What follows belongs to an exercise in optimizing a design on an open flow for a short achievable clock period and few clock cycles; a production flow would make more cautious choices. The RTL was checked by simulation tests, not by an equivalence proof against the original design. Power and IR drop assume default switching activity.

## design/flow/constraint.sdc

```tcl
create_clock -name core_clock -period 20.0 [get_ports {clk}]
set_input_delay 4.0000 -clock core_clock [delete_from_list [all_inputs] [get_ports {clk}]]
set_output_delay 4.0000 -clock core_clock [all_outputs]
set_load 0.01 [all_outputs]
```

## design/flow/design.v

```verilog
module ARM (
  input         clk,
  input         rst,
  output [31:0] IMEM_ADDR,
  input  [31:0] IMEM_DATA,
  output        SRAM_WE_N,
  output [16:0] SRAM_ADDR,
  output [31:0] SRAM_DQ_OUT,
  input  [31:0] SRAM_DQ_IN
);
  integer i;
  reg  [9:0]  pc;                        
  reg  [31:0] ir;                        
  reg         d_valid;
  reg  [9:0]  d_pc;
  reg         e_valid;                   
  reg  [3:0]  e_cond;
  reg         e_s;
  reg         e_wb, e_load, e_store;
  reg         e_arith, e_sub, e_adc, e_and, e_orr, e_eor, e_mov, e_mvn;
  reg  [3:0]  e_dest;
  reg  [31:0] e_a, e_b, e_sd;
  reg  [17:0] e_off;
  reg         e_a_ex, e_a_ld, e_b_ex, e_b_ld, e_sd_ex, e_sd_ld;
  reg         e_br_check;                
  reg  [9:0]  e_target;
  reg  [3:0]  flags;                     
  reg         m_we, m_ld;                
  reg  [3:0]  m_dest;
  reg  [31:0] m_res;
  reg         sram_we_n;
  reg  [15:0] sram_addr;
  reg  [31:0] sram_dq;
  reg         w_we;                      
  reg  [3:0]  w_dest;
  reg  [31:0] w_data;
  reg  [31:0] rf [0:14];
  assign IMEM_ADDR   = {20'b0, pc, 2'b00};
  assign SRAM_WE_N   = sram_we_n;
  assign SRAM_ADDR   = {1'b0, sram_addr};
  assign SRAM_DQ_OUT = sram_dq;
  function cond_ok(input [3:0] c, input [3:0] f);
    reg z, cf, n, v;
    begin
      {z, cf, n, v} = f;
      case (c)
        4'b0000: cond_ok = z;
        4'b0001: cond_ok = ~z;
        4'b0010: cond_ok = cf;
        4'b0011: cond_ok = ~cf;
        4'b0100: cond_ok = n;
        4'b0101: cond_ok = ~n;
        4'b0110: cond_ok = v;
        4'b0111: cond_ok = ~v;
        4'b1000: cond_ok = cf & ~z;
        4'b1001: cond_ok = ~cf & z;
        4'b1010: cond_ok = n == v;
        4'b1011: cond_ok = n != v;
        4'b1100: cond_ok = ~z & (n == v);
        4'b1101: cond_ok = z & (n != v);
        4'b1110: cond_ok = 1'b1;
        default: cond_ok = 1'b0;
      endcase
    end
  endfunction
  wire [3:0] d_cond = ir[31:28];
  wire [1:0] d_mode = ir[27:26];
  wire       d_imm  = ir[25];
  wire [3:0] d_op   = ir[24:21];
  wire       d_sbit = ir[20];
  wire [3:0] d_rn   = ir[19:16];
  wire [3:0] d_rd   = ir[15:12];
  wire [3:0] d_rm   = ir[3:0];
  wire [4:0] d_amt  = ir[11:7];
  wire [1:0] d_sh   = ir[6:5];
  wire d_dp    = d_mode == 2'b00;
  wire d_mem   = d_mode == 2'b01;
  wire d_br    = d_mode == 2'b10;
  wire d_load  = d_mem & d_sbit;
  wire d_store = d_mem & ~d_sbit;
  wire op_mov = d_dp & (d_op == 4'b1101);
  wire op_mvn = d_dp & (d_op == 4'b1111);
  wire op_add = d_dp & (d_op == 4'b0100);
  wire op_adc = d_dp & (d_op == 4'b0101);
  wire op_sub = d_dp & (d_op == 4'b0010);
  wire op_sbc = d_dp & (d_op == 4'b0110);
  wire op_and = d_dp & (d_op == 4'b0000);
  wire op_orr = d_dp & (d_op == 4'b1100);
  wire op_eor = d_dp & (d_op == 4'b0001);
  wire op_cmp = d_dp & (d_op == 4'b1010);
  wire op_tst = d_dp & (d_op == 4'b1000);
  wire d_wb     = op_mov | op_mvn | op_add | op_adc | op_sub | op_sbc |
                  op_and | op_orr | op_eor | d_load;
  wire d_arith  = op_add | op_adc | op_sub | op_sbc | op_cmp | d_mem;
  wire d_subop  = op_sub | op_sbc | op_cmp;
  wire d_adcop  = op_adc | op_sbc;
  wire d_andop  = op_and | op_tst;
  wire d_use_b  = op_mov | op_mvn | d_arith | op_and | op_tst | op_orr | op_eor;
  wire d_use_a  = d_use_b & ~op_mov & ~op_mvn;
  wire d_use_rm = d_use_b & ~d_mem & ~d_imm;      
  wire d_shifted = d_use_rm & (d_amt != 5'd0);
  wire [3:0] d_r2 = d_store ? d_rd : d_rm;
  function [31:0] dread(input [3:0] r);
    begin
      if (m_we & ~m_ld & (m_dest == r))
        dread = m_res;
      else if (w_we & (w_dest == r))
        dread = w_data;
      else if (r == 4'd15)
        dread = 32'b0;
      else
        dread = rf[r];
    end
  endfunction
  wire [31:0] d_va = dread(d_rn);
  wire [31:0] d_v2 = dread(d_r2);
  wire [31:0] d_rot_src = {24'b0, ir[7:0]};
  wire [63:0] d_rot_dbl = {d_rot_src, d_rot_src} >> {ir[11:8], 1'b0};
  wire [63:0] d_ror_dbl = {d_v2, d_v2} >> d_amt;
  reg  [31:0] d_shv;
  always @(*) begin
    case (d_sh)
      2'b00: d_shv = d_v2 << d_amt;
      2'b01: d_shv = d_v2 >> d_amt;
      2'b10: d_shv = d_v2 >> d_amt;
      default: d_shv = d_ror_dbl[31:0];
    endcase
  end
  wire [31:0] d_b = d_mem ? {20'b0, ir[11:0]} : d_imm ? d_rot_dbl[31:0] : d_shv;
  wire e_w_any = e_valid & e_wb;
  wire a_hit_e  = d_use_a  & e_w_any & (e_dest == d_rn);
  wire b_hit_e  = d_use_rm & e_w_any & (e_dest == d_rm);
  wire sd_hit_e = d_store  & e_w_any & (e_dest == d_rd);
  wire a_hit_ml  = d_use_a  & m_we & m_ld & (m_dest == d_rn);
  wire b_hit_ml  = d_use_rm & m_we & m_ld & (m_dest == d_rm);
  wire sd_hit_ml = d_store  & m_we & m_ld & (m_dest == d_rd);
  wire d_stall = d_valid & (
      (e_load & (a_hit_e | b_hit_e | sd_hit_e)) |
      (d_shifted & (b_hit_e | b_hit_ml)));
  wire [9:0] d_target = d_pc + 10'd1 + ir[9:0];
  wire d_flags_known = ~(e_valid & e_s);
  wire d_cond_now = cond_ok(d_cond, flags);
  wire d_br_sure  = (d_cond == 4'b1110) | (d_cond == 4'b1111) | d_flags_known;
  wire d_taken    = d_valid & d_br & d_br_sure & d_cond_now;
  wire e_sel_a_ex  = e_a_ex  & m_we & ~m_ld;
  wire e_sel_b_ex  = e_b_ex  & m_we & ~m_ld;
  wire e_sel_sd_ex = e_sd_ex & m_we & ~m_ld;
  wire [31:0] a  = e_sel_a_ex  ? m_res : e_a_ld  ? w_data : e_a;
  wire [31:0] b  = e_sel_b_ex  ? m_res : e_b_ld  ? w_data : e_b;
  wire [31:0] sd = e_sel_sd_ex ? m_res : e_sd_ld ? w_data : e_sd;
  wire e_pass = cond_ok(e_cond, flags);
  wire e_exec = e_valid & e_pass;
  wire [32:0] x   = e_sub ? {a[31], a} : {1'b0, a};
  wire [32:0] y   = e_sub ? ~{b[31], b} : {1'b0, b};
  wire        cin = e_adc ? flags[2] : e_sub;
  wire [32:0] sum = x + y + {32'b0, cin};
  wire [31:0] res =
      ({32{e_arith}} & sum[31:0]) |
      ({32{e_and}}   & (a & b)) |
      ({32{e_orr}}   & (a | b)) |
      ({32{e_eor}}   & (a ^ b)) |
      ({32{e_mov}}   & b) |
      ({32{e_mvn}}   & ~b);
  wire f_z = res == 32'b0;
  wire f_n = res[31];
  wire f_c = e_arith & sum[32];
  wire f_v = e_arith & (e_sub ? (sum[32] ^ sum[31])
                              : ((a[31] == b[31]) & (sum[31] != a[31])));
  wire [17:0] e_addr = a[17:0] + e_off;
  wire e_redirect = e_valid & e_br_check & e_pass;
  always @(posedge clk or posedge rst) begin
    if (rst) begin
      pc <= 10'd0;
      ir <= 32'b0;
      d_valid <= 1'b0;
      d_pc <= 10'd0;
      e_valid <= 1'b0;
      e_cond <= 4'b0;
      e_s <= 1'b0;
      e_wb <= 1'b0; e_load <= 1'b0; e_store <= 1'b0;
      e_arith <= 1'b0; e_sub <= 1'b0; e_adc <= 1'b0; e_and <= 1'b0;
      e_orr <= 1'b0; e_eor <= 1'b0; e_mov <= 1'b0; e_mvn <= 1'b0;
      e_dest <= 4'b0;
      e_a <= 32'b0; e_b <= 32'b0; e_sd <= 32'b0;
      e_off <= 18'b0;
      e_a_ex <= 1'b0; e_a_ld <= 1'b0; e_b_ex <= 1'b0; e_b_ld <= 1'b0;
      e_sd_ex <= 1'b0; e_sd_ld <= 1'b0;
      e_br_check <= 1'b0;
      e_target <= 10'd0;
      flags <= 4'b0;
      m_we <= 1'b0; m_ld <= 1'b0; m_dest <= 4'b0; m_res <= 32'b0;
      sram_we_n <= 1'b1; sram_addr <= 16'b0; sram_dq <= 32'b0;
      w_we <= 1'b0; w_dest <= 4'b0; w_data <= 32'b0;
      for (i = 0; i < 15; i = i + 1)
        rf[i] <= i;
    end else begin
      if (e_redirect) begin
        pc <= e_target;
        d_valid <= 1'b0;
      end else if (d_stall) begin
      end else if (d_taken) begin
        pc <= d_target;
        d_valid <= 1'b0;
      end else begin
        pc <= pc + 10'd1;
        ir <= IMEM_DATA;
        d_pc <= pc;
        d_valid <= 1'b1;
      end
      e_valid <= d_valid & ~d_stall & ~e_redirect;
      e_cond <= d_cond;
      e_s <= d_sbit;
      e_wb <= d_wb;
      e_load <= d_load;
      e_store <= d_store;
      e_arith <= d_arith;
      e_sub <= d_subop;
      e_adc <= d_adcop;
      e_and <= d_andop;
      e_orr <= op_orr;
      e_eor <= op_eor;
      e_mov <= op_mov;
      e_mvn <= op_mvn;
      e_dest <= d_rd;
      e_a <= d_va;
      e_b <= d_b;
      e_sd <= d_v2;
      e_off <= {6'b0, ir[11:0]} - 18'd1024;
      e_a_ex <= a_hit_e;
      e_a_ld <= a_hit_ml;
      e_b_ex <= b_hit_e & ~d_shifted;
      e_b_ld <= b_hit_ml & ~d_shifted;
      e_sd_ex <= sd_hit_e;
      e_sd_ld <= sd_hit_ml;
      e_br_check <= d_br & ~d_br_sure;
      e_target <= d_target;
      if (e_exec & e_s)
        flags <= {f_z, f_c, f_n, f_v};
      m_we <= e_exec & e_wb;
      m_ld <= e_load;
      m_dest <= e_dest;
      m_res <= res;
      sram_we_n <= ~(e_exec & e_store);
      sram_addr <= e_addr[17:2];
      sram_dq <= sd;
      w_we <= m_we & m_ld;
      w_dest <= m_dest;
      w_data <= SRAM_DQ_IN;
      for (i = 0; i < 15; i = i + 1) begin
        if (m_we & ~m_ld & (m_dest == i))
          rf[i] <= m_res;
        else if (w_we & (w_dest == i))
          rf[i] <= w_data;
      end
    end
  end
endmodule
```

## design/flow/run.sh

```bash
#!/bin/bash
# synth_recipe.tcl (not shown) runs the flow's synth.tcl, then flattens the netlist and writes it again
# the make line also repeats each setting of config.mk as NAME=value (left out here)
make -C /OpenROAD-flow-scripts/flow DESIGN_CONFIG=/design/flow/config.mk WORK_HOME=/design/flow/orfs CLKGATE_MAP_FILE= SYNTH_SCRIPT=/design/flow/synth_recipe.tcl finish
```

## design/flow/config.mk

```make
export PLATFORM = sky130hd
export DESIGN_NAME = ARM
export DESIGN_NICKNAME = ARM
export VERILOG_FILES = /design/flow/design.v
export SDC_FILE = /design/flow/constraint.sdc
export NUM_CORES = 4
export LEC_CHECK = 0
export CAP_MARGIN = 40
export CORE_MARGIN = 2
export CORE_UTILIZATION = 40
export SETUP_SLACK_MARGIN = 1.0
export SLEW_MARGIN = 30
```

==> summary.txt <==
* Clock skew at between 70 and 80 ps
* DP HPWL at 174 mm
* Resize count post-CTS at 0
* Sw frac at 0.478
* Initial Utilization at 0.401
* Post-synthesis register bit count at ~810
* Final worst setup slack at 13,020 ps
* Final Core Density at 0.456
* Routed WL at 267 mm
* Sequential Power Share at 0.308
* Number of buffers created by CTS at between 90 and 100
* Comb power frac at 0.494
* Worst Hold Class: reg2reg
* Slew Viols, Final at 0
* Clk slew on worst S/H paths at 60 ps
* Footprint of the multi-input gates at around 31,000 um2
* Worst Path Required at approximately 21,000 ps
* Antenna violations before repair at 18
* RSZ-0062 raised after global routing: false
* Die X at 372 um
* Max_cap viols at 0
* First-pass GRT wire length at 375 mm
* Routed Antenna Nets at 0
* Synth area leaders: dfrtp_1 (36%), mux2i_1 (14%), nand2_1 (4.2%)
* M1 GR Usage at 0.478
* Predominant post-synthesis flop cell: dfrtp_1
* Seq/Total Area, Yosys at 0.374
* Synth area leader: dfrtp_1
* Vias in the first global route at 49,839
* Tmin final at 6980 ps
* Die ar. at 138,000 um2
* Critical Path AT at 7650 ps
* Routed WL per cell at 34.2 um
* Pre-CTS WS at approximately 13,000 ps
* Post-route DRC at 0
* Internal power at about 5 mW
* Clock latency (worst-skew pair) at 770 ps
* Die H at 372 um
* Area delta synth->final at 13.5%
* Fin nets at 6,136
* Fillcell total at 12,810
* Largest net degree at the start of global routing at 142
* Outcome: finished clean
* Synth top area share at 0.360
* Register Area at approximately 20,000 um2
* Io pins at ~150
* CTS hold repair buffers at 0
* Clk buf depth at 3
* Worst Path Class, Setup: reg2reg
* Routability cong. at 1.02
* Vias at 53,048
* GR Layer Usage met2 at 0.524
* Clock network fraction of design power at 0.198
* Fin Setup TNS at 0 ps
* Leak at 26.7 nW
* Cell Area, Synth at 54,200 um2
* Met3 Resource Use GR at 0.145
* CTS tree: built
* Final setup fails at 0
* Core area at 135,000 um2
* Drt first pass iters at 10
* Yosys cell types at approximately 110
* P per Cell Area at 156 nW/um2
* Root buffer cell: clkbuf_16
* Via density at just under 7
* Relative slew margins at 0.333
* Postcts setup bufs at 0
* Initial drt markers at 9,637
* Max Clk Rate at 0.143 GHz
* Synth warn at 2
* IO Port Bufs at 124
* Num rows at 135
* All-Layer GR Usage at 0.377
* Syn Inst Count at 6,057
* Cell depth of the worst flop-to-flop path at 16
* Hold path depth at 0
* Clock sinks at 808
* Global route hottest layer: met2
* Share of synthesized registers carrying an async set or reset at 1.00
* Critical Path Source Type: register
* Max IR drop VDD at about 80 uV
* Syn avg cell area at 8.95 um2
* Grt ovf at 0
* Final Hold Violating Endpoints at 0
* Period utilisation layout at 0.349
* Post-synth EDFFs at 0
* Crit. End Element: register
* Commonest non-fill, non-tap cells in the layout: mux2i_1 (758), dfrtp_1 (758), nand2_1 (590)
* Tightest Pin Transition at 1000 ps
* Fraction of layout cells with a size suffix above 1 at 0.118
* Max H-tree Level at 3
* CP max FO at 51
* Psw at 4.59 mW
## cell usage after synthesis, drive strengths merged (27+ instances only)
cell	number
a222oi	72
o211ai	65
ha	124
a22oi	271
nor2	540
nand4	57
o31ai	27
nand2	601
dfrtp	779
nor3	49
buf	117
o21ai	396
inv	155
o22ai	52
mux2	89
xnor2	87
o21a	36
mux4	34
o221ai	48
mux2i	769
xor2	30
a31oi	81
nand3	120
clkbuf	504
a21oi	415
nand2b	47
dfstp	29
## stage by stage
step	total power, mW	hold WS, ps	cells	instance area (um2)
2_1_floorplan	5.42	348	6079	54300
4_1_cts	9.32	425	7786	61200
6_report	9.60	421	7811	61500
3_3_place_gp	7.31	402	7549	56900
5_1_grt	9.90	453	7808	61500
3_5_place_dp	7.41	412	7605	57900
## cell type report
cell class	instances	area share
Antenna cell	4	0.000163
Clock buffer	144	0.0469
Clock inverter	37	0.00769
Inverter	157	0.00965
Multi-Input combinational cell	4493	0.508
Sequential cell	808	0.330
Tap cell	1781	0.0362
Timing Repair Buffer	387	0.0616
## final timing paths
kind | startpoint | end | slack (ps)
max in group asynchronous | rst | w_data[11]$_DFF_PP0_ | 13780
max reg2reg | ir[26]$_DFFE_PP0P_ | e_b[28]$_DFF_PP0_ | 13020
min | ir[20]$_DFFE_PP0P_ | e_s$_DFF_PP0_ | 420
min in group asynchronous | rst | rf[4][3]$_DFFE_PP0P_ | 3680
max | ir[26]$_DFFE_PP0P_ | e_b[28]$_DFF_PP0_ | 13020
min reg2reg | ir[20]$_DFFE_PP0P_ | e_s$_DFF_PP0_ | 420
## cells by family after synthesis
| kind of cell | after synthesis | share of synthesized area |
|---|---|---|
| xor gates and xnor gates | 117 | 0.0193 |
| adders and majority gates | 127 | 0.0297 |
| DFF | 808 | 0.374 |
| buffers and inverters | 778 | 0.0584 |
| and+or+nand+nor | 1643 | 0.138 |
| muxes | 892 | 0.176 |
| AOI/OAI and AO/OA | 1691 | 0.205 |
| other | 1 | 0.0000692 |
## power groups by stage
stage	Clock [mW]	Sequential, mW	Combinational, mW
CTS	1.91	2.92	4.49
global placement	0	2.99	4.33
finish	1.90	2.96	4.74
detailed placement	0	2.94	4.47
global route	1.97	2.99	4.94
floorplan	0	2.60	2.82
## registers in the layout (all words and copies together) (netlist names), 10 cells and up
signal and flops:
e_b 32, d_pc 10, ir 32, e_a 32
e_target 10, w_data 32, sram_addr 16, sram_dq 32
rf 480, pc 10, e_sd 32, m_res 32
e_off 13
## routing by layer
| metal | vias to the layer above | share of wire |
|---|---|---|
| met2 | 4310 | 0.40 |
| met4 | 22 | 0.084 |
| met5 | - | 0.0011 |
| li1 | 21839 | - |
| met3 | 1173 | 0.14 |
| met1 | 25704 | 0.37 |
## worst max-delay path, cell delays in order (launching register included)
cell and delay (ps):
dfrtp_1 430, or3b_4 270, buf_4 650, buf_4 640, mux2i_4 700, xnor2_2 170
buf_4 260, or3_1 140, buf_4 400, nand2_2 510, o211ai_1 710, mux2i_1 180
o21ai_0 600, a22oi_1 370, o22a_1 320, or2_2 270, a31oi_1 170
Testbench counts, summed over its fixed seeds: cycles 85,393.

-- static timing again, ports no longer ideal --
In the flow no input, the clock included, has a driving cell. The finished layout below was timed again as built, in two steps.
Step 1 (the two cells are an assumption about what drives the block):
set clk [get_ports {clk}]
set_driving_cell -lib_cell sky130_fd_sc_hd__clkbuf_16 $clk
set_driving_cell -lib_cell sky130_fd_sc_hd__buf_2 [delete_from_list [all_inputs] $clk]
Step 2 adds t to the input delays and takes it off the output delays; t is the mean of the earliest and latest rising clock arrival at the registers after step 1. Input paths then give back, and output paths get back, about the clock's delay inside the block.
a / b / c = ideal / step 1 / step 2; a / b = the first two.
t, ns: 0.809
setup WS [ns]: 13.017 / 13.017 / 13.017
clock arrival spread, ns: 0.077 / 0.077
After both steps this run still meets setup and hold. The setup slack of this run moves by 0.000 ns with the drivers and by 0.000 ns with both steps.
